Context: an optimization exercise on an open-source flow, tuned for small area and a short achievable clock period. The choices shown serve that exercise and are no tape-out recipe. Only simulation tests tie the RTL to the original design; equivalence was not proved. Power and IR drop assume default switching activity.

<file path="design/flow/flow/run.sh">
#!/bin/bash
# Standard ORFS layout (the standard.sh), except that the port buffers that
# global placement inserts on every input and output use a plain buffer cell.
set -euo pipefail
bash standard.sh "BUFFER_PORTS_ARGS=-buffer_cell sky130_fd_sc_hd__buf_2" finish > standard.log 2>&1
</file>
<file path="design/flow/standard.sh">
#!/bin/bash
# synth_recipe.tcl (not shown) runs the flow's synth.tcl, then flattens the netlist and writes it again
# the make line also repeats each setting of config.mk as NAME=value (left out here)
make -C /OpenROAD-flow-scripts/flow DESIGN_CONFIG=/design/flow/config.mk WORK_HOME=/design/flow/orfs CLKGATE_MAP_FILE= SYNTH_SCRIPT=/design/flow/synth_recipe.tcl "${@:-finish}"
</file>
<file path="design/flow/config.mk">
export PLATFORM = sky130hd
export DESIGN_NAME = axis_hdr_insert_top
export DESIGN_NICKNAME = axis_hdr_insert_top
export VERILOG_FILES = /design/flow/design.v
export SDC_FILE = /design/flow/constraint.sdc
export NUM_CORES = 4
export LEC_CHECK = 0
export CAP_MARGIN = 20
export CORE_MARGIN = 2
export CORE_UTILIZATION = 40
export CTS_CLUSTER_DIAMETER = 150
export CTS_CLUSTER_SIZE = 25
export SETUP_SLACK_MARGIN = 4.4
export SLEW_MARGIN = 20
</file>
<file path="design/flow/constraint.sdc">
create_clock -name core_clock -period 7.0 [get_ports {clk}]
set_input_delay 1.4000 -clock core_clock [delete_from_list [all_inputs] [get_ports {clk}]]
set_output_delay 1.4000 -clock core_clock [all_outputs]
set_load 0.01 [all_outputs]
</file>
<file path="design/flow/design.v">
module axis_hdr_insert_top (
	input          clk,
	input          rst_n,
	input          valid_in,
	input  [127:0] data_in,
	input  [15:0]  keep_in,
	input          last_in,
	output         ready_in,
	output         valid_out,
	output [127:0] data_out,
	output [15:0]  keep_out,
	output         last_out,
	input          ready_out,
	input          valid_insert,
	input  [127:0] data_insert,
	input  [15:0]  keep_insert,
	input  [3:0]   byte_insert_cnt,
	output         ready_insert
);
axi_stream_insert_header #(
	.DATA_WD      (128),
	.DATA_BYTE_WD (16),
	.BYTE_CNT_WD  (4)
) u_core (
	.clk             (clk),
	.rst_n           (rst_n),
	.valid_in        (valid_in),
	.data_in         (data_in),
	.keep_in         (keep_in),
	.last_in         (last_in),
	.ready_in        (ready_in),
	.valid_out       (valid_out),
	.data_out        (data_out),
	.keep_out        (keep_out),
	.last_out        (last_out),
	.ready_out       (ready_out),
	.valid_insert    (valid_insert),
	.data_insert     (data_insert),
	.keep_insert     (keep_insert),
	.byte_insert_cnt (byte_insert_cnt),
	.ready_insert    (ready_insert)
);
endmodule

module axi_stream_insert_header
#(
	parameter 						DATA_WD = 32,
	parameter 						DATA_BYTE_WD = DATA_WD / 8,
	parameter 						BYTE_CNT_WD = $clog2(DATA_BYTE_WD)
)(
	input 							clk,
	input 							rst_n,
	input 							valid_in,
	input 	[DATA_WD-1 : 0] 		data_in,
	input 	[DATA_BYTE_WD-1 : 0] 	keep_in,
	input 							last_in,
	output 							ready_in,
	output 							valid_out,
	output 	[DATA_WD-1 : 0] 		data_out,
	output 	[DATA_BYTE_WD-1 : 0] 	keep_out,
	output 							last_out,
	input 							ready_out,
	input 							valid_insert,
	input 	[DATA_WD-1 : 0] 		data_insert,
	input 	[DATA_BYTE_WD-1 : 0] 	keep_insert,
	input	[BYTE_CNT_WD-1 : 0]		byte_insert_cnt,
	output 							ready_insert
);
localparam NB = DATA_BYTE_WD;           
localparam SW = $clog2(NB + 1);         
reg				r_busy;          
reg				r_in_active1;
reg				r_in_active2;
reg				r_valid_out;
reg				r_last_out;
reg	[2:0]		r_cnt;           
reg				r_rot8;          
reg	[NB-1:0]	r_thdr;          
reg	[DATA_WD-1:0]		r_data;
reg	[DATA_WD-1:0]		r_data1;
reg	[NB-1:0]	r_keep;
reg	[NB-1:0]	r_keep1;
reg	[DATA_WD-1:0]		r_data_out;
reg	[NB-1:0]	r_keep_out;
wire w_insert_active = valid_insert & ~r_busy;
wire w_load         = r_busy ? valid_in : valid_insert;
wire w_in_active    = valid_in & r_busy;
wire w_hold         = ~w_load;
wire [NB-1:0] w_s0 = keep_insert;
wire w_c0_h = w_s0[0] | w_s0[1];
wire w_c0_l = w_s0[0] & w_s0[1];
wire w_c1_h = w_s0[2] | w_s0[3];
wire w_c1_l = w_s0[2] & w_s0[3];
wire w_c2_h = w_c0_h | w_c1_h;
wire w_c2_l = w_c0_h & w_c1_h;
wire w_c3_h = w_c0_l | w_c1_l;
wire w_c3_l = w_c0_l & w_c1_l;
wire w_c4_h = w_c3_h | w_c2_l;
wire w_c4_l = w_c3_h & w_c2_l;
wire w_c5_h = w_s0[4] | w_s0[5];
wire w_c5_l = w_s0[4] & w_s0[5];
wire w_c6_h = w_s0[6] | w_s0[7];
wire w_c6_l = w_s0[6] & w_s0[7];
wire w_c7_h = w_c5_h | w_c6_h;
wire w_c7_l = w_c5_h & w_c6_h;
wire w_c8_h = w_c5_l | w_c6_l;
wire w_c8_l = w_c5_l & w_c6_l;
wire w_c9_h = w_c8_h | w_c7_l;
wire w_c9_l = w_c8_h & w_c7_l;
wire w_c10_h = w_c2_h | w_c7_h;
wire w_c10_l = w_c2_h & w_c7_h;
wire w_c11_h = w_c4_l | w_c9_l;
wire w_c11_l = w_c4_l & w_c9_l;
wire w_c12_h = w_c11_h | w_c10_l;
wire w_c12_l = w_c11_h & w_c10_l;
wire w_c13_h = w_c4_h | w_c9_h;
wire w_c13_l = w_c4_h & w_c9_h;
wire w_c14_h = w_c3_l | w_c8_l;
wire w_c14_l = w_c3_l & w_c8_l;
wire w_c15_h = w_c14_h | w_c13_l;
wire w_c15_l = w_c14_h & w_c13_l;
wire w_c16_h = w_c13_h | w_c12_h;
wire w_c16_l = w_c13_h & w_c12_h;
wire w_c17_h = w_c15_h | w_c12_l;
wire w_c17_l = w_c15_h & w_c12_l;
wire w_c18_h = w_c15_l | w_c11_l;
wire w_c18_l = w_c15_l & w_c11_l;
wire w_c19_h = w_s0[8] | w_s0[9];
wire w_c19_l = w_s0[8] & w_s0[9];
wire w_c20_h = w_s0[10] | w_s0[11];
wire w_c20_l = w_s0[10] & w_s0[11];
wire w_c21_h = w_c19_h | w_c20_h;
wire w_c21_l = w_c19_h & w_c20_h;
wire w_c22_h = w_c19_l | w_c20_l;
wire w_c22_l = w_c19_l & w_c20_l;
wire w_c23_h = w_c22_h | w_c21_l;
wire w_c23_l = w_c22_h & w_c21_l;
wire w_c24_h = w_s0[12] | w_s0[13];
wire w_c24_l = w_s0[12] & w_s0[13];
wire w_c25_h = w_s0[14] | w_s0[15];
wire w_c25_l = w_s0[14] & w_s0[15];
wire w_c26_h = w_c24_h | w_c25_h;
wire w_c26_l = w_c24_h & w_c25_h;
wire w_c27_h = w_c24_l | w_c25_l;
wire w_c27_l = w_c24_l & w_c25_l;
wire w_c28_h = w_c27_h | w_c26_l;
wire w_c28_l = w_c27_h & w_c26_l;
wire w_c29_h = w_c21_h | w_c26_h;
wire w_c29_l = w_c21_h & w_c26_h;
wire w_c30_h = w_c23_l | w_c28_l;
wire w_c30_l = w_c23_l & w_c28_l;
wire w_c31_h = w_c30_h | w_c29_l;
wire w_c31_l = w_c30_h & w_c29_l;
wire w_c32_h = w_c23_h | w_c28_h;
wire w_c32_l = w_c23_h & w_c28_h;
wire w_c33_h = w_c22_l | w_c27_l;
wire w_c33_l = w_c22_l & w_c27_l;
wire w_c34_h = w_c33_h | w_c32_l;
wire w_c34_l = w_c33_h & w_c32_l;
wire w_c35_h = w_c32_h | w_c31_h;
wire w_c35_l = w_c32_h & w_c31_h;
wire w_c36_h = w_c34_h | w_c31_l;
wire w_c36_l = w_c34_h & w_c31_l;
wire w_c37_h = w_c34_l | w_c30_l;
wire w_c37_l = w_c34_l & w_c30_l;
wire w_c38_h = w_c10_h | w_c29_h;
wire w_c38_l = w_c10_h & w_c29_h;
wire w_c39_h = w_c17_l | w_c36_l;
wire w_c39_l = w_c17_l & w_c36_l;
wire w_c40_h = w_c39_h | w_c38_l;
wire w_c40_l = w_c39_h & w_c38_l;
wire w_c41_h = w_c16_l | w_c35_l;
wire w_c41_l = w_c16_l & w_c35_l;
wire w_c42_h = w_c18_l | w_c37_l;
wire w_c42_l = w_c18_l & w_c37_l;
wire w_c43_h = w_c42_h | w_c41_l;
wire w_c43_l = w_c42_h & w_c41_l;
wire w_c44_h = w_c41_h | w_c40_h;
wire w_c44_l = w_c41_h & w_c40_h;
wire w_c45_h = w_c43_h | w_c40_l;
wire w_c45_l = w_c43_h & w_c40_l;
wire w_c46_h = w_c43_l | w_c39_l;
wire w_c46_l = w_c43_l & w_c39_l;
wire w_c47_h = w_c16_h | w_c35_h;
wire w_c47_l = w_c16_h & w_c35_h;
wire w_c48_h = w_c18_h | w_c37_h;
wire w_c48_l = w_c18_h & w_c37_h;
wire w_c49_h = w_c48_h | w_c47_l;
wire w_c49_l = w_c48_h & w_c47_l;
wire w_c50_h = w_c17_h | w_c36_h;
wire w_c50_l = w_c17_h & w_c36_h;
wire w_c51_h = w_c14_l | w_c33_l;
wire w_c51_l = w_c14_l & w_c33_l;
wire w_c52_h = w_c51_h | w_c50_l;
wire w_c52_l = w_c51_h & w_c50_l;
wire w_c53_h = w_c50_h | w_c49_h;
wire w_c53_l = w_c50_h & w_c49_h;
wire w_c54_h = w_c52_h | w_c49_l;
wire w_c54_l = w_c52_h & w_c49_l;
wire w_c55_h = w_c52_l | w_c48_l;
wire w_c55_l = w_c52_l & w_c48_l;
wire w_c56_h = w_c47_h | w_c44_h;
wire w_c56_l = w_c47_h & w_c44_h;
wire w_c57_h = w_c53_h | w_c44_l;
wire w_c57_l = w_c53_h & w_c44_l;
wire w_c58_h = w_c53_l | w_c45_h;
wire w_c58_l = w_c53_l & w_c45_h;
wire w_c59_h = w_c54_h | w_c45_l;
wire w_c59_l = w_c54_h & w_c45_l;
wire w_c60_h = w_c54_l | w_c46_h;
wire w_c60_l = w_c54_l & w_c46_h;
wire w_c61_h = w_c55_h | w_c46_l;
wire w_c61_l = w_c55_h & w_c46_l;
wire w_c62_h = w_c55_l | w_c42_l;
wire w_c62_l = w_c55_l & w_c42_l;
wire [NB-1:0] w_srt = {w_c51_l, w_c62_l, w_c62_h, w_c61_l, w_c61_h, w_c60_l, w_c60_h, w_c59_l, w_c59_h, w_c58_l, w_c58_h, w_c57_l, w_c57_h, w_c56_l, w_c56_h, w_c38_h};
wire w_flag         = r_in_active1 & ~r_in_active2;
wire w_out_en       = w_flag | r_valid_out;
assign ready_insert = ~r_busy;
assign ready_in     = r_busy;
assign valid_out    = r_valid_out;
assign last_out     = r_last_out;
assign data_out     = r_data_out;
assign keep_out     = r_keep_out;
always @(posedge clk or negedge rst_n) begin
	if (!rst_n) begin
		r_busy         <= 1'b0;
		r_in_active1   <= 1'b0;
		r_in_active2   <= 1'b0;
		r_valid_out    <= 1'b0;
		r_last_out     <= 1'b0;
	end else begin
		if (w_insert_active)
			r_busy <= 1'b1;
		else if (last_in)
			r_busy <= 1'b0;
		r_in_active1 <= w_in_active;
		r_in_active2 <= r_in_active1;
		if (w_flag)
			r_valid_out <= 1'b1;
		else if (r_last_out)
			r_valid_out <= 1'b0;
		r_last_out <= r_valid_out & (r_cnt == 3'd4);
	end
end
always @(posedge clk) begin
	if (w_flag)
		r_cnt <= 3'd0;
	else
		r_cnt <= r_cnt + 3'd1;
	r_thdr <= ({NB{w_insert_active}} & w_srt) | ({NB{r_busy}} & r_thdr) |
	          ({NB{~valid_insert}} & r_thdr);
	r_rot8 <= (w_insert_active & w_srt[7] & ~w_srt[15]) | (r_busy & r_rot8) |
	          (~valid_insert & r_rot8);
	r_data <= ({DATA_WD{w_insert_active}} & data_insert) |
	          ({DATA_WD{w_in_active}} & data_in) |
	          ({DATA_WD{w_hold}} & r_data);
	r_keep <= ({NB{w_insert_active}} & keep_insert) |
	          ({NB{w_in_active}} & keep_in) |
	          ({NB{w_hold}} & r_keep);
	r_data1 <= r_data;
	r_keep1 <= r_keep;
end
wire [NB:1] w_t = r_thdr;        
wire [3:0]  w_rot;               
assign w_rot[3] = r_rot8;
assign w_rot[2] = (w_t[4] & ~w_t[8]) | (w_t[12] & ~w_t[16]);
assign w_rot[1] = (w_t[2] & ~w_t[4]) | (w_t[6] & ~w_t[8]) | (w_t[10] & ~w_t[12]) | (w_t[14] & ~w_t[16]);
assign w_rot[0] = (w_t[1] & ~w_t[2]) | (w_t[3] & ~w_t[4]) | (w_t[5] & ~w_t[6]) | (w_t[7] & ~w_t[8]) |
                  (w_t[9] & ~w_t[10]) | (w_t[11] & ~w_t[12]) | (w_t[13] & ~w_t[14]) | (w_t[15] & ~w_t[16]);
reg [DATA_WD-1:0] w_mix, w_r8, w_r4, w_r2, w_shift;
reg [NB-1:0]      w_kmix, w_k8, w_k4, w_k2, w_kshift;
integer j;
always @* begin
	for (j = 0; j < NB; j = j + 1) begin
		w_mix[8*j +: 8] = w_t[j+1] ? r_data1[8*j +: 8] : r_data[8*j +: 8];
		w_kmix[j]       = w_t[j+1] & r_keep1[j];
	end
	for (j = 0; j < NB; j = j + 1) begin
		w_r8[8*j +: 8] = w_rot[3] ? w_mix[8*((j+8)%NB) +: 8] : w_mix[8*j +: 8];
		w_k8[j]        = w_rot[3] ? w_kmix[(j+8)%NB] : w_kmix[j];
	end
	for (j = 0; j < NB; j = j + 1) begin
		w_r4[8*j +: 8] = w_rot[2] ? w_r8[8*((j+4)%NB) +: 8] : w_r8[8*j +: 8];
		w_k4[j]        = w_rot[2] ? w_k8[(j+4)%NB] : w_k8[j];
	end
	for (j = 0; j < NB; j = j + 1) begin
		w_r2[8*j +: 8] = w_rot[1] ? w_r4[8*((j+2)%NB) +: 8] : w_r4[8*j +: 8];
		w_k2[j]        = w_rot[1] ? w_k4[(j+2)%NB] : w_k4[j];
	end
	for (j = 0; j < NB; j = j + 1) begin
		w_shift[8*j +: 8] = w_rot[0] ? w_r2[8*((j+1)%NB) +: 8] : w_r2[8*j +: 8];
		w_kshift[j]       = w_rot[0] ? w_k2[(j+1)%NB] : w_k2[j];
	end
end
always @(posedge clk or negedge rst_n) begin
	if (!rst_n) begin
		r_data_out <= {DATA_WD{1'b0}};
		r_keep_out <= {NB{1'b0}};
	end else begin
		if (w_out_en)
			r_data_out <= w_shift;
		if (w_flag)
			r_keep_out <= {NB{1'b1}};
		else if ((r_cnt == 3'd4) && r_valid_out && ready_out)
			r_keep_out <= w_kshift;
	end
end
endmodule
</file>
==> key figures, run 1 <==
Outcome
  • Status: no timing/DRC/antenna violations

Global route
  • Initial antenna violation count: 3
  • Vias in the first global route: 17,000
  • Global Route Usage Sum: around a quarter
  • Largest net degree at the start of global routing: 223
  • Total congestion overflow: 0
  • First-pass GRT wire length: 111,000 um

Logic synthesis
  • Synth top cells by count: mux2i_1 (432), nand2_1 (322), dfxtp_1 (308)
  • Synth warnings: 1
  • Post-Synthesis Cells: 2,099
  • Post-synth EDFFs: 0
  • Yosys reg bits: between 400 and 500
  • Top-area cell type share of the netlist area: between 20 and 30%
  • Ranking of synthesized cells by area: dfxtp_1 (27%), mux2i_1 (19%), dfrtp_1 (17%)
  • Dominant cell type by area after synthesis: dfxtp_1
  • Top-count cell post-synth: mux2i_1
  • Async SR Flop Fraction: 32.6%
  • Dominant synthesized flop cell: dfxtp_1
  • Mean post-synth cell area: 10.7 um2
  • Synth unique cells: 39
  • Post-Syn Nets: 2,399
  • Synth Cell Area: approximately 0.022 mm2
  • Register area share after synthesis: 44.0%

Finish
  • Share of cells above drive strength 1: 31.1%
  • Synthesis-to-layout area growth: 18.7%
  • Cell Count, Final, Fillers Out: 3,203
  • Area occupied by multi-input gates: ~0.012 mm2
  • Register area: 0.00993 mm2
  • Filler cells: 5,228
  • Post-route cell area: 0.0267 mm2
  • Fin nets: ~2,700

Setup path
  • CP required: 5600 ps
  • Buf+Inv Stages, Crit Path: 1
  • Arr. time, crit path: around 1200 ps
  • Worst setup SP type: flip-flop
  • Crit end category: primary output
  • CP max-delay cell: dfrtp_1
  • WP depth: 1
  • CP delay by family, top: flip-flops
  • Reg2reg path depth: 5
  • Worst Setup SP: u_core.r_data_out[17]
  • R2r endpoint: u_core.r_data_out[40]
  • Critical path class: flip-flop to primary output
  • Crit-path cells: buf_2
  • Crit-path max FO: 2
  • Slack of the worst reg-to-reg path: 4410 ps
  • Critical Path End: data_out[17]
  • Largest stage delay on the critical path: 450 ps
  • FF-to-FF Start: u_core.r_thdr[6]

STA
  • Clk_skew: 22.4 ps
  • Final WS setup: 4400 ps
  • Setup TNS: 0 ps
  • Final period utilization: a little under two fifths
  • Fmax: 384 MHz
  • Setup violations, final: 0
  • Period minus WS final: 2600 ps
  • RSZ-0062 raised after global routing: true
  • Worst-margin pin slew: 998 ps
  • Final hold vios: 0
  • Max_slew headroom: 33.2%
  • Final count of pins violating max slew: 0

Placement
  • Post-DP Area: 0.0251 mm2
  • DP HPWL: approximately 60,000 um
  • Final GP Congestion: 0.914
  • # placed instances: ~3,100
  • Pre-CTS setup slack: between 3000 and 4000 ps
  • IO Port Bufs: 441

Route
  • DR iter-0 viols: 1,557
  • 1st-pass router iterations: 6
  • Via count: 17,900
  • WL/cell: 24.4 um
  • Antenna-violating nets left: 0
  • Post-route DRC: 0
  • Routed WL: between 70,000 and 80,000 um
  • Drt via density: 5.60

Hold path
  • Worst min-delay path category: flip-flop to flip-flop

Floorplanning
  • Die Height: 241 um
  • FP Rows: between 80 and 90
  • Initial core utilization: approximately two fifths
  • Die area: 0.0581 mm2
  • Core area: 0.0553 mm2
  • Num ports: 446
  • Die X: approximately 240 um

Job
  • Max Cap Viol: 0

Power and ir drop
  • Peak VDD IR: 0.269 mV
  • Leakage: 12.1 nW
  • Power per Cell Area: 458 mW/mm2
  • Design Power: 12.2 mW

CTS
  • Worst skew pair latency: around 580 ps
  • Clk buf depth: 3
  • Clock-pin slew on the worst setup and hold paths: 110 ps
  • TritonCTS clock tree: yes
  • Clock sinks: between 400 and 500
  • Clk root buf: clkbuf_16
  • TritonCTS buffer count: 22
  • H-tree levels: 1
-- cell families after synthesis --
kind of cell | synth area share [%]
adders and majority gates | 0.111
xor gates and xnor gates | 0.0390
and+or+nand+nor | 9.42
buffers and inverters | 3.97
muxes | 32.1
AOI/OAI and AO/OA | 10.4
DFF | 44.0
-- layer usage --
metal / track usage (%) / vias to the layer above / share of wire, %
met1: 33.9 / 8744 / 41
met5: 0 / - / 0.017
met3: 5.50 / 113 / 7.3
met2: 43.0 / 720 / 47
met4: 11.1 / 2 / 4.8
li1: - / 8360 / -
-- state kept, by name (all words and copies together), names as in the netlist --
name	count
u_core.r_busy	1
u_core.r_cnt	3
u_core.r_data	128
u_core.r_data1	128
u_core.r_data_out	128
u_core.r_in_active1	1
u_core.r_in_active2	1
u_core.r_keep	16
u_core.r_keep1	16
u_core.r_keep_out	16
u_core.r_last_out	1
u_core.r_rot8	1
u_core.r_thdr	16
u_core.r_valid_out	1
-- layout make-up --
type	count	share of cell area (%)
tap	748	3.51
clock buffer	32	2.20
clock inverter	2	0.136
sequential	457	37.2
inverter	12	0.169
multi-input combinational	1471	46.2
antenna	1	0.00938
timing repair buffer	480	10.6
-- report_power, final --
| part | switching, mW | internal [mW] |
|---|---|---|
| clock | 0.849 | 0.598 |
| sequential | 0.562 | 3.51 |
| combinational | 3.95 | 2.75 |
| total | 5.36 | 6.86 |
-- worst min-delay path by stage --
stage	startpoint	endpoint	slack, ps	depth (start not counted)
CTS	u_core.r_keep[2]	u_core.r_keep1[2]	330	0
detailed placement	u_core.r_keep[13]	u_core.r_keep1[13]	340	0
global route	u_core.r_keep[2]	u_core.r_keep1[2]	340	0
global placement	u_core.r_keep[2]	u_core.r_keep1[2]	340	0
floorplan	u_core.r_keep[0]	u_core.r_keep1[0]	330	0
finish	u_core.r_keep[2]	u_core.r_keep1[2]	340	0
-- cell usage in the layout, fill, tap and decap left out, drive strengths merged, types with 2 or more instances in the layout --
cell,instances
nor2b,2
a22oi,153
nand4,7
nor4,8
mux2i,432
inv,13
dfrtp,149
a211oi,11
nor2,167
and4,3
o31ai,8
dfxtp,308
and2,4
clkbuf,34
nand2,322
o22ai,5
mux4,128
o21ai,24
ha,2
a31oi,8
o211ai,10
nand3,18
a21oi,150
or2,2
buf,477
-- what timing repair did --
| action | in CTS | in global routing |
|---|---|---|
| endpoints found under the setup margin | 269 | 170 |
| endpoints found under the hold margin | 0 | 0 |
| hold buffers | 0 | 0 |
| cloned | 9 | 2 |
| buffers inserted | 7 | 9 |
| pin swaps | 3 | 5 |
| gates resized for setup | 70 | 68 |
-- through the flow --
step	hold slack, ps	utilization (%)
2_1_floorplan	331	-
3_3_place_gp	336	45.5
3_5_place_dp	339	45.5
4_1_cts	325	47.5
5_1_grt	336	48.2
6_report	335	48.2
==> run 2: changes to the inputs <==
--- a/design/flow/config.mk
+++ b/design/flow/config.mk
@@ -7,8 +7,9 @@
 export LEC_CHECK = 0
 export CAP_MARGIN = 20
 export CORE_MARGIN = 2
-export CORE_UTILIZATION = 40
+export CORE_UTILIZATION = 60
 export CTS_CLUSTER_DIAMETER = 150
 export CTS_CLUSTER_SIZE = 25
+export PLACE_DENSITY = 0.72
 export SETUP_SLACK_MARGIN = 4.4
 export SLEW_MARGIN = 20
==> run 2 against run 1 <==
Global-route usage is 9.4 points higher. Critical path depth increased by 4. Synthesized cell count did not move. Clock power hardly changed. Highest routed layer unchanged. Design area is 2.3% lower. Still clean. Synthesized area did not move. Largest power group unchanged. Count of clock-buffer cells in the layout did not move. Cell count fell by 8.9%. Non-clock buffer count is 3 lower. Critical path type is now flip-flop to flip-flop. Register-to-register slack got worse by 20 ps.
==> key figures, run 2 <==
Route
  • Post-route DRC: 0 (unchanged)
  • Routed WL: 71,600 um (-8.4%)
  • WL/cell: 24.5 um (+0.54%)
  • Antenna-violating nets left: 0 (unchanged)
  • DR iter-0 viols: 1,685 (+8.2%)
  • Drt via density: 6.30 (+12%)
  • 1st-pass router iterations: 7 (+1)
  • Via count: 18,400 (+2.5%)

Power and ir drop
  • Peak VDD IR: 0.240 mV (-11%)
  • Design Power: 11.9 mW (-2.6%)
  • Power per Cell Area: 457 mW/mm2 (-0.30%)
  • Reg power frac: 34.4% (+1.1 points)
  • Leakage: 12.2 nW (+0.30%)
  • Clock power share: 11.9% (about the same)
  • Net Switching: 5.17 mW (-3.6%)
  • Comb pwr share: 53.6% (-1.2 points)
  • Cell-internal power: 6.73 mW (-1.8%)
  • Net Sw Frac: 43.4% (-0.45 points)

Setup path
  • Largest stage delay on the critical path: 840 ps (+390 ps)
  • Arr. time, crit path: 3020 ps (+1820 ps)
  • R2r endpoint: u_core.r_data_out[64]
  • CP max-delay cell: dfxtp_1
  • Critical path class: flip-flop to flip-flop
  • Crit-path max FO: 12 (+10)
  • Slack of the worst reg-to-reg path: 4390 ps (-20 ps)
  • Worst Setup SP: u_core.r_thdr[8]
  • Crit-path cells: mux2i_1 -> mux4_2 -> mux2i_1 -> mux2i_1 -> a21oi_1
  • Buf+Inv Stages, Crit Path: 0 (-1)
  • Crit end category: flip-flop
  • Worst setup SP type: flip-flop
  • Worst path most repeated cell: mux2i_1
  • Reg2reg path depth: 5 (unchanged)
  • FF-to-FF Start: u_core.r_thdr[8]
  • CP required: 7410 ps (+1810 ps)
  • CP delay by family, top: multiplexers

Logic synthesis
  • Dominant synthesized flop cell: dfxtp_1
  • Synth unique cells: 39 (unchanged)
  • Top-area cell type share of the netlist area: 27.4% (unchanged)
  • Register area share after synthesis: 44.0% (unchanged)
  • Async SR Flop Fraction: 32.6% (unchanged)
  • Mean post-synth cell area: 10.7 um2 (unchanged)
  • Post-Synthesis Cells: 2,099 (unchanged)
  • Ranking of synthesized cells by area: dfxtp_1 (27%), mux2i_1 (19%), dfrtp_1 (17%)
  • Yosys reg bits: 457 (unchanged)
  • Synth Cell Area: 0.0225 mm2 (unchanged)
  • Synth top cells by count: mux2i_1 (432), nand2_1 (322), dfxtp_1 (308)
  • Dominant cell type by area after synthesis: dfxtp_1
  • Post-synth EDFFs: 0 (unchanged)
  • Synth warnings: 1 (unchanged)
  • Post-Syn Nets: 2,399 (unchanged)
  • Top-count cell post-synth: mux2i_1

STA
  • Period minus WS final: 2610 ps (+9.61 ps)
  • Final period utilization: 37.3% (+0.14 points)
  • Worst-margin pin slew: 1050 ps (+46.8 ps)
  • Setup TNS: 0 ps (unchanged)
  • RSZ-0062 raised after global routing: true
  • Final WS setup: 4390 ps (-9.61 ps)
  • Final hold vios: 0 (unchanged)
  • Fmax: 382 MHz (-0.37%)
  • Setup violations, final: 0 (unchanged)
  • Final count of pins violating max slew: 0 (unchanged)
  • Minimum hold slack: 352 ps (+16.9 ps)
  • Max_slew headroom: 30.3% (-2.9 points)
  • Clk_skew: 22.7 ps (+0.289 ps)

Hold path
  • Min-delay src: u_core.r_keep[12]
  • Worst min-delay path category: flip-flop to flip-flop
  • Hold EP: u_core.r_keep1[12]
  • Hold Path Depth: 0 (unchanged)

Finish
  • Final core utilization: 70.9% (+23 points)
  • Share of cells above drive strength 1: 29.1% (-1.9 points)
  • Commonest non-fill, non-tap cell in the layout: buf_2
  • Register area: 0.00993 mm2 (about the same)
  • Most frequent cells in the layout: buf_2 (439), mux2i_1 (404), nand2_1 (321)
  • Biggest regs: u_core.r_data1 (128), u_core.r_data (128), u_core.r_data_out (128)
  • Cell Count, Final, Fillers Out: 2,919 (-8.9%)
  • Fin nets: 2,740 (-0.15%)
  • Area occupied by multi-input gates: 0.0121 mm2 (-2.1%)
  • Post-route cell area: 0.0261 mm2 (-2.3%)
  • Synthesis-to-layout area growth: 15.9%
  • Filler cells: 2,827 (-46%)

Placement
  • Post-DP Area: 0.0248 mm2 (-1.5%)
  • # placed instances: 2,857 (-9.0%)
  • Final GP Congestion: 1.02 (+12%)
  • DP HPWL: 53,200 um (-11%)
  • IO Port Bufs: 441 (unchanged)
  • Pre-CTS setup slack: 3170 ps (-105 ps)

Outcome
  • Status: no timing/DRC/antenna violations

Global route
  • Largest net degree at the start of global routing: 257 (+15%)
  • Vias in the first global route: 16,800 (-1.2%)
  • Initial antenna violation count: 1 (-2)
  • First-pass GRT wire length: 103,000 um (-7.3%)
  • Total congestion overflow: 0 (unchanged)
  • Global Route Usage Sum: 35.7% (+9.4 points)

CTS
  • Clk root buf: clkbuf_16
  • Worst skew pair latency: 580 ps (about the same)
  • Clk buf depth: 3 (unchanged)
  • H-tree levels: 1 (unchanged)
  • TritonCTS buffer count: 22 (unchanged)
  • Clock-pin slew on the worst setup and hold paths: 90 ps (-20 ps)
  • TritonCTS clock tree: yes
  • # hold bufs at CTS: 0 (unchanged)
  • Clock sinks: 457 (unchanged)

Job
  • Max Cap Viol: 0 (unchanged)

Floorplanning
  • Die Height: 198 um (-18%)
  • Die X: 198 um (-18%)
  • Initial core utilization: 61.1% (+20 points)
  • FP Rows: 70 (-19%)
  • Num ports: 446 (unchanged)
  • Core area: 0.0368 mm2 (-33%)
  • Die area: 0.0390 mm2 (-33%)
-- run 2: cell count changes in the layout (fill, tap and decap cells not counted), sizes merged --
cell,previous run,this run
buf,477,472
bufbuf,1,3
nor2,167,165
and4,3,4
-- run 2: worst reg2reg max path, cell delays in order, from the launching register on --
cell	delay (ps)
dfxtp_1	840
mux2i_1	640
mux4_2	370
mux2i_1	100
mux2i_1	370
a21oi_1	120
-- run 2: final cells by class --
cell class,count,area share [%]
clock buffer,32,2.26
sequential,457,38.1
clock inverter,2,0.139
timing repair buffer,477,10.8
inverter,12,0.173
multi-input combinational,1470,46.3
antenna,1,0.00960
tap,468,2.25
-- run 2: kinds of logic (layout without fill, tap and decap cells) --
kind of cell    after synthesis  in the layout  share of synthesized area, %
mux                         560            560                          32.1
fa+ha+maj                     2              2                         0.111
other cells                   0              1                             0
simple gates                534            536                          9.42
flops                       457            457                          44.0
compound gates              371            371                          10.4
xor+xnor                      1              1                        0.0390
buf+inv                     174            523                          3.97
-- run 2: metal layers --
layer / up-vias / wire (um) / GRT usage, %
li1: 8354 / - / -
met1: 8942 / 28800 / 49.1
met2: 958 / 32900 / 56.4
met3: 127 / 6840 / 7.31
met4: 2 / 3040 / 12.3
met5: - / 9 / 0
-- run 2: power by group through the flow --
stage,clock network (mW),registers (mW),logic (mW)
2_1_floorplan,0,4.13,3.81
3_3_place_gp,0,4.12,5.74
3_5_place_dp,0,4.15,5.85
4_1_cts,1.44,4.10,6.14
5_1_grt,1.53,4.18,6.72
6_report,1.42,4.10,6.38
-- run 2: worst max path at each step --
stage	endpoint	slack, ps	cells after the start
6_report	u_core.r_data_out[64]	4390	5
5_1_grt	u_core.r_thdr[12]	4390	7
4_1_cts	u_core.r_data_out[122]	4400	5
3_5_place_dp	u_core.r_data[82]	3170	8
3_3_place_gp	u_core.r_data[73]	3230	8
2_1_floorplan	u_core.r_thdr[7]	4390	6
-- run 2: repair_timing --
action / in CTS / in global routing
gates cloned: 8 / 2
pin swaps: 4 / 3
setup endpoints to repair: 284 / 193
gates resized for setup: 59 / 23
setup buffers: 7 / 10
==> run 3: changes to the inputs <==
==> design/flow/flow/run.sh (replaced) <==
#!/bin/bash
# Standard ORFS layout (the standard.sh), except that the port buffers that
# global placement inserts on every input and output use a plain buffer cell.
set -euo pipefail
bash standard.sh "BUFFER_PORTS_ARGS=-buffer_cell sky130_fd_sc_hd__buf_1" finish > standard.log 2>&1
--- a/design/flow/config.mk
+++ b/design/flow/config.mk
@@ -7,9 +7,8 @@
 export LEC_CHECK = 0
 export CAP_MARGIN = 20
 export CORE_MARGIN = 2
-export CORE_UTILIZATION = 60
+export CORE_UTILIZATION = 40
 export CTS_CLUSTER_DIAMETER = 150
 export CTS_CLUSTER_SIZE = 25
-export PLACE_DENSITY = 0.72
 export SETUP_SLACK_MARGIN = 4.4
 export SLEW_MARGIN = 20
==> run 3 against run 2 <==
Critical path depth is 1 higher. Sequential share of layout area about the same. Non-clock buffer count increased by 3. Worst hold slack lost 1.1 ps. Worst setup slack better by 18 ps. Utilization down 24 points. Critical endpoint is now u_core.r_data_out[2]. Synthesized cell count unchanged. Largest cell class unchanged. Sequential power is essentially flat. Sequential cell count stayed put. Die area is 49% higher. Design area barely moved. Routed wire length increased by 9.8%.
==> key figures, run 3 <==
Outcome
  • Status: no timing/DRC/antenna violations

Finish
  • Final core utilization: 47.1% (-24 points)
  • Most frequent cells in the layout: buf_1 (411), mux2i_1 (398), nand2_1 (321)
  • Share of cells above drive strength 1: 12.9% (-16 points)
  • Fin nets: 2,746 (+0.22%)
  • Biggest regs: u_core.r_data1 (128), u_core.r_data (128), u_core.r_data_out (128)
  • Cell Count, Final, Fillers Out: 3,206 (+9.8%)
  • Commonest non-fill, non-tap cell in the layout: buf_1
  • Synthesis-to-layout area growth: 15.8% (about the same)
  • Filler cells: 5,215 (+84%)

Logic synthesis
  • Post-Synthesis Cells: 2,099 (unchanged)
  • Post-Syn Nets: 2,399 (unchanged)
  • Dominant synthesized flop cell: dfxtp_1
  • Synth warnings: 1 (unchanged)
  • Synth unique cells: 39 (unchanged)
  • Synth Cell Area: 0.0225 mm2 (unchanged)
  • Ranking of synthesized cells by area: dfxtp_1 (27%), mux2i_1 (19%), dfrtp_1 (17%)
  • Top-count cell post-synth: mux2i_1
  • Synth top cells by count: mux2i_1 (432), nand2_1 (322), dfxtp_1 (308)
  • Async SR Flop Fraction: 32.6% (unchanged)
  • Mean post-synth cell area: 10.7 um2 (unchanged)
  • Post-synth EDFFs: 0 (unchanged)
  • Top-area cell type share of the netlist area: 27.4% (unchanged)
  • Dominant cell type by area after synthesis: dfxtp_1
  • Yosys reg bits: 457 (unchanged)
  • Register area share after synthesis: 44.0% (unchanged)

Setup path
  • Buf+Inv Stages, Crit Path: 2 (+2)
  • Critical path class: flip-flop to flip-flop
  • CP delay by family, top: flip-flops
  • FF-to-FF Start: u_core.r_thdr[9]
  • Worst setup SP type: flip-flop
  • Crit-path cells: inv_1 -> a22oi_2 -> and4_4 -> buf_4 -> mux2i_1 -> a21oi_1
  • Largest stage delay on the critical path: 540 ps (-300 ps)
  • Slack of the worst reg-to-reg path: 4400 ps (+20 ps)
  • CP required: 7430 ps (+20 ps)
  • Crit end category: flip-flop
  • R2r endpoint: u_core.r_data_out[2]
  • Crit-path max FO: 16 (+4)
  • CP max-delay cell: dfxtp_4
  • Arr. time, crit path: 3030 ps (about the same)
  • Reg2reg path depth: 6 (+1)

STA
  • Fmax: 385 MHz (+0.69%)
  • Final count of pins violating max slew: 0 (unchanged)
  • Worst-margin pin slew: 1120 ps (+72.2 ps)
  • Setup TNS: 0 ps (unchanged)
  • Period minus WS final: 2600 ps (-17.9 ps)
  • Final hold vios: 0 (unchanged)
  • Setup violations, final: 0 (unchanged)
  • Final period utilization: 37.1% (-0.26 points)
  • Clk_skew: 21.7 ps (-0.959 ps)
  • Max_slew headroom: 25.5% (-4.8 points)
  • RSZ-0062 raised after global routing: true

Route
  • Routed WL: 78,700 um (+9.8%)
  • Antenna-violating nets left: 0 (unchanged)
  • WL/cell: 24.5 um (about the same)
  • Via count: 18,200 (-1.2%)
  • Post-route DRC: 0 (unchanged)
  • Drt via density: 5.66 (-10%)
  • 1st-pass router iterations: 5 (-2)
  • DR iter-0 viols: 1,478 (-12%)

Global route
  • Largest net degree at the start of global routing: 245 (-4.7%)
  • Vias in the first global route: 16,900 (+0.36%)
  • First-pass GRT wire length: 111,000 um (+7.5%)
  • Total congestion overflow: 0 (unchanged)
  • Global Route Usage Sum: 26.0% (-9.7 points)
  • Initial antenna violation count: 3 (+2)

CTS
  • Clock sinks: 457 (unchanged)
  • H-tree levels: 1 (unchanged)
  • Clk buf depth: 3 (unchanged)
  • Clock-pin slew on the worst setup and hold paths: 100 ps (about the same)
  • # hold bufs at CTS: 0 (unchanged)
  • TritonCTS buffer count: 22 (unchanged)
  • Clk root buf: clkbuf_16
  • TritonCTS clock tree: yes
  • Worst skew pair latency: 590 ps (about the same)

Hold path
  • Hold Path Depth: 0 (unchanged)
  • Min-delay src: u_core.r_keep[2]
  • Worst min-delay path category: flip-flop to flip-flop
  • Hold EP: u_core.r_keep1[2]

Power and ir drop
  • Power per Cell Area: 459 mW/mm2 (+0.55%)
  • Design Power: 12.0 mW (+0.47%)
  • Peak VDD IR: 0.270 mV (+13%)
  • Leakage: 11.1 nW (-8.9%)

Floorplanning
  • FP Rows: 86 (+23%)
  • Core area: 0.0553 mm2 (+50%)
  • Num ports: 446 (unchanged)
  • Die Height: 241 um (+22%)
  • Initial core utilization: 40.6% (-20 points)
  • Die X: 241 um (+22%)
  • Die area: 0.0581 mm2 (+49%)

Placement
  • # placed instances: 3,137 (+9.8%)
  • IO Port Bufs: 441 (unchanged)
  • DP HPWL: 59,000 um (+11%)
  • Final GP Congestion: 0.927 (-9.2%)

Job
  • Max Cap Viol: 0 (unchanged)
[run 3: area by class of cell]
| type | count | area, um2 | area share (%) |
|---|---|---|---|
| multi-input combinational | 1473 | 12100 | 46.5 |
| sequential | 457 | 9940 | 38.2 |
| timing repair buffer | 480 | 2370 | 9.10 |
| tap | 748 | 936 | 3.59 |
| clock buffer | 32 | 609 | 2.34 |
| inverter | 12 | 45.0 | 0.173 |
| clock inverter | 2 | 32.5 | 0.125 |
| antenna | 2 | 5.00 | 0.0192 |
[run 3: repair_timing]
action / CTS / global route
pin swaps: 3 / 2
resized for setup: 65 / 54
endpoints found under the hold margin: 0 / 0
setup endpoints to repair: 249 / 225
buffers inserted: 9 / 12
gates cloned: 8 / 4
[run 3: how the worst max path moves through the flow]
| stage | startpoint | endpoint | slack (ps) | cells after the start |
|---|---|---|---|---|
| 3_5_place_dp | u_core.r_thdr[7] | u_core.r_data_out[114] | 3090 | 6 |
| 2_1_floorplan | keep_insert[8] | u_core.r_thdr[7] | 4390 | 6 |
| 6_report | u_core.r_thdr[9] | u_core.r_data_out[2] | 4400 | 6 |
| 5_1_grt | u_core.r_data_out[58] | data_out[58] | 4370 | 1 |
| 3_3_place_gp | u_core.r_thdr[7] | u_core.r_data_out[62] | 3140 | 6 |
| 4_1_cts | u_core.r_thdr[15] | u_core.r_data_out[62] | 4340 | 6 |
[run 3: layer usage]
| metal | share of wire [%] | vias to the layer above | routed length, um | global-route usage (%) |
|---|---|---|---|---|
| met2 | 47 | 768 | 37200 | 43.5 |
| met5 | 0 | - | 0 | 0 |
| li1 | - | 8376 | - | - |
| met1 | 42 | 8907 | 32900 | 34.7 |
| met3 | 7.4 | 105 | 5790 | 4.05 |
| met4 | 3.5 | 0 | 2770 | 7.89 |
[run 3: metrics by stage]
step / instance area, um2 / hold WS (ps) / setup WS (ps)
5_1_grt: 26000 / 362 / 4370
4_1_cts: 25700 / 352 / 4340
3_3_place_gp: 24600 / 336 / 3140
2_1_floorplan: 22600 / 331 / 4390
6_report: 26000 / 351 / 4400
3_5_place_dp: 24600 / 339 / 3090
[run 3: where the power goes]
group          switching, mW  internal [mW]  total [mW]
sequential             0.590           3.51        4.10
clock                  0.857          0.618        1.48
combinational           3.84           2.54        6.38
[run 3: logic make-up after synthesis]
kind of cell               count (synthesis)  synth area share, %
and+or+nand+nor                          534                 9.42
AOI/OAI and AO/OA                        371                 10.4
adders and majority gates                  2                0.111
muxes                                    560                 32.1
DFF                                      457                 44.0
buffers and inverters                    174                 3.97
xor gates and xnor gates                   1               0.0390
==> run 4: changes to the inputs <==
--- a/design/flow/config.mk
+++ b/design/flow/config.mk
@@ -10,5 +10,5 @@
 export CORE_UTILIZATION = 40
 export CTS_CLUSTER_DIAMETER = 150
 export CTS_CLUSTER_SIZE = 25
-export SETUP_SLACK_MARGIN = 4.4
+export SETUP_SLACK_MARGIN = 4.45
 export SLEW_MARGIN = 20
==> run 4 against run 3 <==
Still clean. Clock skew grew 10 ps. Critical path depth shrank 4. Sequential share of layout area shrank 0.96 points. Via count grew 0.38%. Global-route usage shrank 0.31 points. Largest cell class unchanged.
==> key figures, run 4 <==
Logic synthesis
  • Synth unique cells: 39 (unchanged)
  • Post-Synthesis Cells: 2,099 (unchanged)
  • Synth top cells by count: mux2i_1 (432), nand2_1 (322), dfxtp_1 (308)
  • Dominant synthesized flop cell: dfxtp_1
  • Register area share after synthesis: 44.0% (unchanged)
  • Yosys reg bits: 457 (unchanged)
  • Top-area cell type share of the netlist area: 27.4% (unchanged)
  • Synth Cell Area: 0.0225 mm2 (unchanged)
  • Async SR Flop Fraction: 32.6% (unchanged)
  • Dominant cell type by area after synthesis: dfxtp_1
  • Mean post-synth cell area: 10.7 um2 (unchanged)
  • Ranking of synthesized cells by area: dfxtp_1 (27%), mux2i_1 (19%), dfrtp_1 (17%)
  • Synth warnings: 1 (unchanged)
  • Post-Syn Nets: 2,399 (unchanged)
  • Post-synth EDFFs: 0 (unchanged)
  • Top-count cell post-synth: mux2i_1

Finish
  • Biggest regs: u_core.r_data1 (128), u_core.r_data (128), u_core.r_data_out (128)
  • Share of cells above drive strength 1: 18.6% (+5.7 points)
  • Commonest non-fill, non-tap cell in the layout: mux2i_1
  • Most frequent cells in the layout: mux2i_1 (395), buf_1 (323), nand2_1 (319)
  • Synthesis-to-layout area growth: 18.8%
  • ANT cells: 0 (-2)
  • Post-route cell area: 0.0267 mm2 (+2.5%)
  • Fin nets: 2,793 (+1.7%)

Floorplanning
  • Die Height: 241 um (unchanged)
  • Die X: 241 um (unchanged)
  • Core area: 0.0553 mm2 (unchanged)
  • Die area: 0.0581 mm2 (unchanged)
  • Num ports: 446 (unchanged)
  • Initial core utilization: 40.6% (unchanged)
  • FP Rows: 86 (unchanged)

Placement
  • Post-DP Area: 0.0246 mm2 (about the same)
  • DP HPWL: 58,600 um (-0.63%)
  • IO Port Bufs: 441 (unchanged)
  • Final GP Congestion: 0.984 (+6.1%)

Setup path
  • Reg2reg path depth: 6 (unchanged)
  • WP depth: 2 (-4)
  • Worst setup SP type: flip-flop
  • Critical Path End: ready_insert
  • Buf+Inv Stages, Crit Path: 2 (unchanged)
  • Crit-path max FO: 5 (-11)
  • CP required: 5600 ps (-1830 ps)
  • Worst Setup SP: u_core.r_busy
  • Crit end category: primary output
  • Largest stage delay on the critical path: 440 ps (-100 ps)
  • CP delay by family, top: flip-flops
  • Slack of the worst reg-to-reg path: 4530 ps (+130 ps)
  • FF-to-FF Start: u_core.r_thdr[3]
  • Arr. time, crit path: 1210 ps (-1820 ps)
  • Crit-path cells: inv_2 -> buf_6
  • R2r endpoint: u_core.r_data_out[41]
  • CP max-delay cell: dfrtp_2
  • Critical path class: flip-flop to primary output

CTS
  • TritonCTS clock tree: yes
  • Clk buf depth: 3 (unchanged)
  • Clock-pin slew on the worst setup and hold paths: 110 ps (about the same)
  • TritonCTS buffer count: 22 (unchanged)
  • # hold bufs at CTS: 0 (unchanged)
  • Worst skew pair latency: 590 ps (about the same)
  • Clk root buf: clkbuf_16
  • H-tree levels: 1 (unchanged)
  • Clock sinks: 457 (unchanged)

STA
  • RSZ-0062 raised after global routing: true
  • Worst-margin pin slew: 1090 ps (-30.9 ps)
  • Max_slew headroom: 27.6% (+2.1 points)
  • Setup violations, final: 0 (unchanged)
  • Final period utilization: 37.3% (+0.16 points)
  • Final hold vios: 0 (unchanged)
  • Period minus WS final: 2610 ps (+11.0 ps)
  • Final count of pins violating max slew: 0 (unchanged)
  • Setup TNS: 0 ps (unchanged)
  • Fmax: 384 MHz (-0.42%)
  • Clk_skew: 32.1 ps (+10.4 ps)

Global route
  • Total congestion overflow: 0 (unchanged)
  • Initial antenna violation count: 0 (-3)
  • Largest net degree at the start of global routing: 247 (+0.82%)
  • Vias in the first global route: 16,900 (-0.077%)
  • First-pass GRT wire length: 110,000 um (-0.83%)
  • Global Route Usage Sum: 25.7% (-0.31 points)

Power and ir drop
  • Power per Cell Area: 461 mW/mm2 (+0.33%)
  • Leakage: 11.7 nW (+5.1%)
  • Peak VDD IR: 0.252 mV (-6.9%)

Outcome
  • Status: no timing/DRC/antenna violations

Route
  • Metal2 WL: 36,400 um (-2.2%)
  • Post-route DRC: 0 (unchanged)
  • Routed WL: 77,000 um (-2.1%)
  • WL/cell: 23.7 um (-3.5%)
  • DR iter-0 viols: 1,664 (+13%)
  • Via count: 18,200 (+0.38%)
  • Wire length on met3: 5370 um (-7.2%)
  • Top layer in use: met4
  • Antenna-violating nets left: 0 (unchanged)
  • 1st-pass router iterations: 5 (unchanged)
  • Met1 Wirelength: 32,400 um (-1.6%)
  • Drt via density: 5.60 (-1.0%)

Hold path
  • Hold Path Depth: 0 (unchanged)
  • Worst min-delay path category: flip-flop to flip-flop

Job
  • Max Cap Viol: 0 (unchanged)
run 4: worst min-delay path by stage:
stage	from	end	slack, ps
floorplan	u_core.r_keep[0]	u_core.r_keep1[0]	330
finish	u_core.r_keep[2]	u_core.r_keep1[2]	350
detailed placement	u_core.r_keep[13]	u_core.r_keep1[13]	340
global placement	u_core.r_keep[15]	u_core.r_keep1[15]	330
CTS	u_core.r_keep[3]	u_core.r_keep1[3]	350
global route	u_core.r_keep[3]	u_core.r_keep1[3]	350
run 4: repair_timing:
| action | in CTS | in global routing |
|---|---|---|
| setup buffers | 32 | 34 |
| resized for setup | 157 | 96 |
| cloned | 8 | 3 |
| pin swaps | 4 | 2 |
| setup endpoints to repair | 358 | 338 |
| hold endpoints to repair | 0 | 0 |
run 4: cell type report:
| type | instances | area (um2) |
|---|---|---|
| timing repair buffer | 529 | 2970 |
| sequential | 457 | 9930 |
| inverter | 12 | 45.0 |
| multi-input combinational | 1471 | 12200 |
| clock inverter | 2 | 36.3 |
| fill | 5161 | 28600 |
| tap | 748 | 936 |
| clock buffer | 33 | 592 |
run 4: report_power, final:
group          internal [mW]  switching [mW]  total (mW)
logic                   2.85            3.90        6.75
registers               3.51           0.586        4.10
clock network          0.601           0.855        1.46
total                   6.96            5.34        12.3
run 4: layer usage:
layer / track usage [%] / up-vias
met4: 8.45 / 0
met3: 3.57 / 92
li1: - / 8472
met2: 42.5 / 760
met5: 0 / -
met1: 34.7 / 8901
run 4: kinds of logic (layout without fill, tap and decap cells):
| family | count (synthesis) | after routing | synth area share [%] |
|---|---|---|---|
| AOI/OAI and AO/OA | 371 | 371 | 10.4 |
| DFF | 457 | 457 | 44.0 |
| muxes | 560 | 560 | 32.1 |
| and+or+nand+nor | 534 | 537 | 9.42 |
| buffers and inverters | 174 | 576 | 3.97 |
| adders and majority gates | 2 | 2 | 0.111 |
| xor gates and xnor gates | 1 | 1 | 0.0390 |
run 4: metrics by stage:
step | cells | power [mW] | hold WS (ps) | utilization [%] | setup WS [ps]
floorplan | 2099 | 7.94 | 331 | - | 4390
global placement | 3140 | 9.92 | 333 | 44.5 | 3090
global route | 3252 | 12.9 | 354 | 48.3 | 4360
detailed placement | 3140 | 10.0 | 337 | 44.5 | 2990
CTS | 3215 | 12.0 | 352 | 47.3 | 4380
finish | 3252 | 12.3 | 346 | 48.3 | 4390
==> run 5: changes to the inputs <==
--- a/design/flow/config.mk
+++ b/design/flow/config.mk
@@ -12,3 +12,4 @@
 export CTS_CLUSTER_SIZE = 25
 export SETUP_SLACK_MARGIN = 4.45
 export SLEW_MARGIN = 20
+export TNS_END_PERCENT = 20
==> run 5 against run 4 <==
Sequential share of layout area rose by 0.73 points. Critical endpoint is now u_core.r_data_out[73]. Still clean. Design area fell by 1.9%. Clock power barely moved. Sequential cell count unchanged. Utilization fell by 0.90 points. Non-clock buffer count is 42 lower. Clock skew up 4.1 ps.
==> key figures, run 5 <==
Job
  • Max Cap Viol: 0 (unchanged)

Floorplanning
  • Die Height: 241 um (unchanged)
  • FP Rows: 86 (unchanged)
  • Die area: 0.0581 mm2 (unchanged)
  • Num ports: 446 (unchanged)
  • Initial core utilization: 40.6% (unchanged)
  • Core area: 0.0553 mm2 (unchanged)
  • Die X: 241 um (unchanged)

Setup path
  • Crit-path cells: inv_1 -> a22oi_2 -> and4_4 -> buf_4 -> mux2i_1 -> a21oi_1
  • Crit-path max FO: 12 (+7)
  • CP delay by family, top: multiplexers
  • Arr. time, crit path: 3050 ps (+1840 ps)
  • Critical path class: flip-flop to flip-flop
  • CP required: 7410 ps (+1810 ps)
  • Crit end category: flip-flop
  • Largest stage delay on the critical path: 560 ps (+120 ps)
  • CP max-delay cell: mux2i_1
  • Buf+Inv Stages, Crit Path: 2 (unchanged)
  • Slack of the worst reg-to-reg path: 4360 ps (-170 ps)
  • Worst setup SP type: flip-flop

Finish
  • Final core utilization: 47.4% (-0.90 points)
  • Most frequent cells in the layout: buf_1 (419), mux2i_1 (398), nand2_1 (319)
  • Synthesis-to-layout area growth: 16.6%
  • Commonest non-fill, non-tap cell in the layout: buf_1
  • Cell Count, Final, Fillers Out: 3,215 (-1.1%)
  • Share of cells above drive strength 1: 13.3% (-5.3 points)
  • Biggest regs: u_core.r_data1 (128), u_core.r_data (128), u_core.r_data_out (128)
  • Filler cells: 5,249 (+1.7%)
  • Fin nets: 2,753 (-1.4%)
  • Post-route cell area: 0.0262 mm2 (-1.9%)

Placement
  • # placed instances: 3,138 (-0.064%)
  • Post-DP Area: 0.0245 mm2 (-0.43%)
  • IO Port Bufs: 441 (unchanged)
  • DP HPWL: 58,500 um (-0.27%)
  • Final GP Congestion: 0.939 (-4.6%)

Global route
  • Global Route Usage Sum: 26.1% (+0.45 points)
  • Largest net degree at the start of global routing: 257 (+4.0%)
  • Total congestion overflow: 0 (unchanged)
  • First-pass GRT wire length: 111,000 um (+1.0%)
  • Initial antenna violation count: 1 (+1)
  • Vias in the first global route: 16,900 (-0.17%)

Logic synthesis
  • Synth warnings: 1 (unchanged)
  • Top-area cell type share of the netlist area: 27.4% (unchanged)
  • Synth Cell Area: 0.0225 mm2 (unchanged)
  • Post-synth EDFFs: 0 (unchanged)
  • Yosys reg bits: 457 (unchanged)
  • Post-Syn Nets: 2,399 (unchanged)
  • Dominant synthesized flop cell: dfxtp_1
  • Async SR Flop Fraction: 32.6% (unchanged)
  • Ranking of synthesized cells by area: dfxtp_1 (27%), mux2i_1 (19%), dfrtp_1 (17%)
  • Top-count cell post-synth: mux2i_1
  • Post-Synthesis Cells: 2,099 (unchanged)
  • Mean post-synth cell area: 10.7 um2 (unchanged)
  • Dominant cell type by area after synthesis: dfxtp_1
  • Synth top cells by count: mux2i_1 (432), nand2_1 (322), dfxtp_1 (308)
  • Synth unique cells: 39 (unchanged)
  • Register area share after synthesis: 44.0% (unchanged)

CTS
  • Clk root buf: clkbuf_16
  • TritonCTS clock tree: yes
  • Clock sinks: 457 (unchanged)
  • TritonCTS buffer count: 22 (unchanged)
  • Clock-pin slew on the worst setup and hold paths: 100 ps (about the same)
  • H-tree levels: 1 (unchanged)
  • Worst skew pair latency: 600 ps (about the same)
  • Clk buf depth: 3 (unchanged)

STA
  • Fmax: 378 MHz (-1.3%)
  • Final count of pins violating max slew: 0 (unchanged)
  • Clk_skew: 36.2 ps (+4.08 ps)
  • Period minus WS final: 2640 ps (+34.6 ps)
  • Worst-margin pin slew: 1160 ps (+73.0 ps)
  • Final period utilization: 37.7% (+0.49 points)
  • Final hold vios: 0 (unchanged)
  • RSZ-0062 raised after global routing: true
  • Max_slew headroom: 22.7% (-4.9 points)
  • Setup violations, final: 0 (unchanged)
  • Setup TNS: 0 ps (unchanged)

Route
  • 1st-pass router iterations: 6 (+1)
  • WL/cell: 24.8 um (+4.8%)
  • Drt via density: 5.66 (+0.96%)
  • DR iter-0 viols: 1,716 (+3.1%)
  • Via count: 18,200 (-0.19%)
  • Routed WL: 79,800 um (+3.6%)
  • Antenna-violating nets left: 0 (unchanged)
  • Post-route DRC: 0 (unchanged)

Power and ir drop
  • Power per Cell Area: 460 mW/mm2 (-0.19%)
  • Design Power: 12.0 mW (-2.1%)
  • Leakage: 11.2 nW (-4.2%)
  • Peak VDD IR: 0.248 mV (-1.6%)

Outcome
  • Status: no timing/DRC/antenna violations

Hold path
  • Worst min-delay path category: flip-flop to flip-flop
==> run 5: cell count changes in the layout (fill, tap and decap cells not counted), sizes merged <==
cell and delta:
nor2b +2, diode +2, nor2 -2, clkbuf -41
and4 +2, bufbuf +1, buf -1
==> run 5: layer usage <==
metal / share of wire (%) / vias to the layer above / track usage [%]
met5: 0 / - / 0
li1: - / 8398 / -
met4: 3.5 / 0 / 8.59
met1: 43 / 8911 / 35.6
met2: 47 / 780 / 43.0
met3: 6.8 / 102 / 3.60
==> run 5: kinds of logic (layout without fill, tap and decap cells) <==
kind of cell | count (synthesis) | after routing | synth area share, %
muxes | 560 | 560 | 32.1
DFF | 457 | 457 | 44.0
AOI/OAI and AO/OA | 371 | 371 | 10.4
other | 0 | 2 | 0
xor gates and xnor gates | 1 | 1 | 0.0390
buffers and inverters | 174 | 535 | 3.97
adders and majority gates | 2 | 2 | 0.111
and+or+nand+nor | 534 | 539 | 9.42
==> run 5: stage by stage <==
step	setup slack (ps)	hold WS, ps
2_1_floorplan	4330	331
3_3_place_gp	3220	337
3_5_place_dp	3110	335
4_1_cts	4350	352
5_1_grt	4350	360
6_report	4360	349
==> run 5: final cells by class <==
type | instances | area [um2] | share of cell area [%]
antenna | 2 | 5.00 | 0.0191
clock buffer | 34 | 596 | 2.27
clock inverter | 2 | 36.3 | 0.138
inverter | 12 | 45.0 | 0.172
multi-input combinational | 1473 | 12200 | 46.6
sequential | 457 | 9940 | 37.9
tap | 748 | 936 | 3.57
timing repair buffer | 487 | 2430 | 9.27
==> run 5: repair_timing <==
item / in CTS / in global routing
gates resized for setup: 69 / 77
endpoints found under the hold margin: 0 / 0
setup endpoints to repair: 341 / 367
gates cloned: 11 / 6
hold buffers: 0 / 0
setup buffers: 14 / 8
pin swaps: 6 / 5
==> run 5: where the power goes <==
group          leakage [nW]  internal, mW  switching (mW)
Combinational          6.56          2.58            3.92
Sequential             4.31          3.51           0.566
Clock                 0.302         0.603           0.865
Total                  11.2          6.69            5.35
==> run 5: final timing paths <==
kind / start / end / cells past startpoint
min in group asynchronous: rst_n / u_core.r_data_out[13] / 1
max in group asynchronous: rst_n / u_core.r_data_out[55] / 2
min reg2reg: u_core.r_keep[5] / u_core.r_keep1[5] / 0
max reg2reg: u_core.r_thdr[15] / u_core.r_data_out[73] / 6
max: u_core.r_thdr[15] / u_core.r_data_out[73] / 6
min: u_core.r_keep[5] / u_core.r_keep1[5] / 0
==> run 5: worst register-to-register path: stages (launching register included) <==
cell and delay [ps]:
dfxtp_4 510, inv_1 170, a22oi_2 390, and4_4 470, buf_4 230, mux2i_1 560, a21oi_1 150
==> run 6: changes to the inputs <==
--- a/design/flow/config.mk
+++ b/design/flow/config.mk
@@ -10,6 +10,6 @@
 export CORE_UTILIZATION = 40
 export CTS_CLUSTER_DIAMETER = 150
 export CTS_CLUSTER_SIZE = 25
-export SETUP_SLACK_MARGIN = 4.45
+export GPL_ROUTABILITY_DRIVEN = 0
+export SETUP_SLACK_MARGIN = 4.4
 export SLEW_MARGIN = 20
-export TNS_END_PERCENT = 20
==> run 6 against run 5 <==
Still clean. Synthesized area stayed put. Design area is 0.93% lower. Count of clock-buffer cells in the layout is 3 lower. Non-clock buffer count is 6 lower. Die area stayed put. Critical path depth is 1 lower. Sequential cell count stayed put. Sequential share of layout area is 0.33 points higher. Maximum frequency is 1.8% higher. Routed wire length is 4.7% lower. Worst hold slack worse by 3.2 ps. Total power is 1.8% lower. Largest power group unchanged. Highest routed layer is now met5.
==> key figures, run 6 <==
STA
  • Setup TNS: 0 ps (unchanged)
  • Setup violations, final: 0 (unchanged)
  • Period minus WS final: 2600 ps (-45.8 ps)
  • Worst-margin pin slew: 1080 ps (-82.9 ps)
  • Max_slew headroom: 28.0% (+5.3 points)
  • Fmax: 385 MHz (+1.8%)
  • RSZ-0062 raised after global routing: true
  • Final period utilization: 37.1% (-0.65 points)
  • Final count of pins violating max slew: 0 (unchanged)
  • Minimum hold slack: 346 ps (-3.24 ps)
  • Final hold vios: 0 (unchanged)
  • Clk_skew: 35.6 ps (-0.637 ps)

Setup path
  • Crit end category: flip-flop
  • CP required: 7430 ps (+20 ps)
  • Crit-path cells: mux2i_1 -> mux4_2 -> mux2i_1 -> mux2i_1 -> a21oi_1
  • CP max-delay cell: dfxtp_1
  • Largest stage delay on the critical path: 770 ps (+210 ps)
  • Buf+Inv Stages, Crit Path: 0 (-2)
  • Worst path most repeated cell: mux2i_1
  • WP depth: 5 (-1)
  • CP delay by family, top: multiplexers
  • Critical path class: flip-flop to flip-flop
  • Worst setup SP type: flip-flop
  • Reg2reg path depth: 5 (-1)
  • Arr. time, crit path: 3030 ps (-20 ps)
  • Crit-path max FO: 12 (unchanged)

Global route
  • Largest net degree at the start of global routing: 164 (-36%)
  • Initial antenna violation count: 3 (+2)
  • First-pass GRT wire length: 107,000 um (-3.6%)
  • Global Route Usage Sum: 25.1% (-1.0 points)
  • Total congestion overflow: 0 (unchanged)
  • Vias in the first global route: 16,600 (-1.7%)

Floorplanning
  • Die X: 241 um (unchanged)
  • Core area: 0.0553 mm2 (unchanged)
  • FP Rows: 86 (unchanged)
  • Num ports: 446 (unchanged)
  • Die area: 0.0581 mm2 (unchanged)
  • Initial core utilization: 40.6% (unchanged)
  • Die Height: 241 um (unchanged)

Route
  • 1st-pass router iterations: 5 (-1)
  • Post-route DRC: 0 (unchanged)
  • Antenna-violating nets left: 0 (unchanged)
  • Routed WL: 76,100 um (-4.7%)
  • Via count: 18,000 (-1.1%)
  • Drt via density: 5.62 (-0.59%)
  • DR iter-0 viols: 1,561 (-9.0%)
  • WL/cell: 23.8 um (-4.2%)

Power and ir drop
  • Leakage: 11.1 nW (-0.67%)
  • Power per Cell Area: 456 mW/mm2 (-0.88%)
  • Peak VDD IR: 0.192 mV (-23%)

Logic synthesis
  • Post-synth EDFFs: 0 (unchanged)
  • Top-area cell type share of the netlist area: 27.4% (unchanged)
  • Synth top cells by count: mux2i_1 (432), nand2_1 (322), dfxtp_1 (308)
  • Mean post-synth cell area: 10.7 um2 (unchanged)
  • Synth unique cells: 39 (unchanged)
  • Async SR Flop Fraction: 32.6% (unchanged)
  • Top-count cell post-synth: mux2i_1
  • Post-Synthesis Cells: 2,099 (unchanged)
  • Synth warnings: 1 (unchanged)
  • Synth Cell Area: 0.0225 mm2 (unchanged)
  • Dominant cell type by area after synthesis: dfxtp_1
  • Register area share after synthesis: 44.0% (unchanged)
  • Ranking of synthesized cells by area: dfxtp_1 (27%), mux2i_1 (19%), dfrtp_1 (17%)
  • Yosys reg bits: 457 (unchanged)
  • Dominant synthesized flop cell: dfxtp_1
  • Post-Syn Nets: 2,399 (unchanged)

Hold path
  • Worst min-delay path category: flip-flop to flip-flop
  • Hold Path Depth: 0 (unchanged)

Finish
  • Most frequent cells in the layout: mux2i_1 (403), buf_1 (401), nand2_1 (321)
  • Fin nets: 2,743 (-0.36%)
  • ANT cells: 0 (-2)
  • Commonest non-fill, non-tap cell in the layout: mux2i_1
  • Filler cells: 5,269 (+0.38%)
  • Share of cells above drive strength 1: 12.8% (-0.42 points)
  • Biggest regs: u_core.r_data1 (128), u_core.r_data (128), u_core.r_data_out (128)
  • Synthesis-to-layout area growth: 15.5%

CTS
  • Clock-pin slew on the worst setup and hold paths: 100 ps (about the same)
  • H-tree levels: 1 (unchanged)
  • Clk root buf: clkbuf_16
  • TritonCTS buffer count: 22 (unchanged)
  • TritonCTS clock tree: yes
  • Worst skew pair latency: 590 ps (about the same)
  • # hold bufs at CTS: 0 (unchanged)
  • Clock sinks: 457 (unchanged)
  • Clk buf depth: 3 (unchanged)

Outcome
  • Status: no timing/DRC/antenna violations

Job
  • Max Cap Viol: 0 (unchanged)

Placement
  • IO Port Bufs: 441 (unchanged)
  • DP HPWL: 57,900 um (-1.1%)
run 6: layout make-up:
cell class	instances	area, um2	share of cell area [%]
Timing Repair Buffer	481	2340	9.03
Inverter	12	45.0	0.174
Tap cell	748	936	3.61
Multi-Input combinational cell	1469	12100	46.5
Clock buffer	31	584	2.25
Clock inverter	2	36.3	0.140
Sequential cell	457	9930	38.3
run 6: final timing paths:
path,start,endpoint,slack (ps)
max,u_core.r_thdr[4],u_core.r_data_out[49],4400
min,u_core.r_keep[3],u_core.r_keep1[3],350
max reg2reg,u_core.r_thdr[4],u_core.r_data_out[49],4400
min reg2reg,u_core.r_keep[3],u_core.r_keep1[3],350
max in group asynchronous,rst_n,u_core.r_data_out[28],5350
min in group asynchronous,rst_n,u_core.r_data_out[127],960
run 6: per-stage QoR:
| step | power [mW] | utilization [%] | setup WS [ps] | area, um2 | instances |
|---|---|---|---|---|---|
| after CTS | 11.7 | 46.4 | 4370 | 25600 | 3188 |
| after floorplan | 7.93 | - | 4390 | 22600 | 2099 |
| after global placement | 9.84 | 44.4 | 3370 | 24600 | 3139 |
| after global routing | 12.5 | 46.9 | 4370 | 26000 | 3200 |
| after detailed placement | 9.97 | 44.4 | 3300 | 24600 | 3139 |
| final | 11.8 | 46.9 | 4400 | 26000 | 3200 |
run 6: what timing repair did:
item | 4_1_cts | 5_1_grt
resized for setup | 67 | 70
setup endpoints to repair | 246 | 191
buffers inserted | 11 | 9
hold endpoints to repair | 0 | 0
pin swaps | 2 | 1
gates cloned | 5 | 3
run 6: cell families after synthesis:
kind of cell,after synthesis,share of synthesized area [%]
AOI/OAI and AO/OA,371,10.4
DFF,457,44.0
xor gates and xnor gates,1,0.0390
adders and majority gates,2,0.111
buffers and inverters,174,3.97
muxes,560,32.1
and+or+nand+nor,534,9.42
run 6: power by group:
group          total [mW]  internal, mW  switching (mW)
clock network        1.44         0.597           0.845
logic                6.29          2.51            3.78
registers            4.10          3.51           0.592
run 6: metal layers:
metal,track usage (%),wire [um],part of all wire (%),vias up
met5,0,7,0.0092,-
met4,9.88,3410,4.5,2
met3,4.37,6220,8.2,119
met2,41.1,35500,47,833
met1,33.2,30900,41,8691
li1,-,-,-,8354

[port drivers added, routing unchanged]
How much do the figures lean on ideal ports? The routed layouts below were timed once more, with nothing changed but the port constraints. Step 1 (the two cells are an assumption about what drives the block):
set clk [get_ports {clk}]
set_driving_cell -lib_cell sky130_fd_sc_hd__clkbuf_16 $clk
set_driving_cell -lib_cell sky130_fd_sc_hd__buf_2 [delete_from_list [all_inputs] $clk]
Step 2 adds t to the input delays and takes it off the output delays; t is the mean of the earliest and latest rising clock arrival at the registers after step 1. Input paths then give back, and output paths get back, about the clock's delay inside the block. Slacks: no drivers / after step 1 / after step 2; pairs: no drivers / after step 1.
run | t (ns) | setup slack, ns | hold slack, ns | worst setup path at the end
run 1 | 0.627 | 4.395 / 4.337 / 3.872 | 0.335 / 0.335 / 0.335 | input to register
run 2 | 0.623 | 4.386 / 4.366 / 3.908 | 0.352 / 0.352 / 0.352 | input to register
run 3 | 0.639 | 4.403 / 4.348 / 3.914 | 0.351 / 0.351 / 0.351 | input to register
run 4 | 0.634 | 4.392 / 4.335 / 3.916 | 0.346 / 0.346 / 0.346 | input to register
run 5 | 0.637 | 4.358 / 4.325 / 3.863 | 0.349 / 0.349 / 0.349 | input to register
run 6 | 0.636 | 4.404 / 4.351 / 3.887 | 0.346 / 0.346 / 0.346 | input to register
After both steps setup and hold are still met in every run listed. For run 1, which loses most, drivers alone change the setup slack by -0.058 ns; drivers and shift together by -0.523 ns.
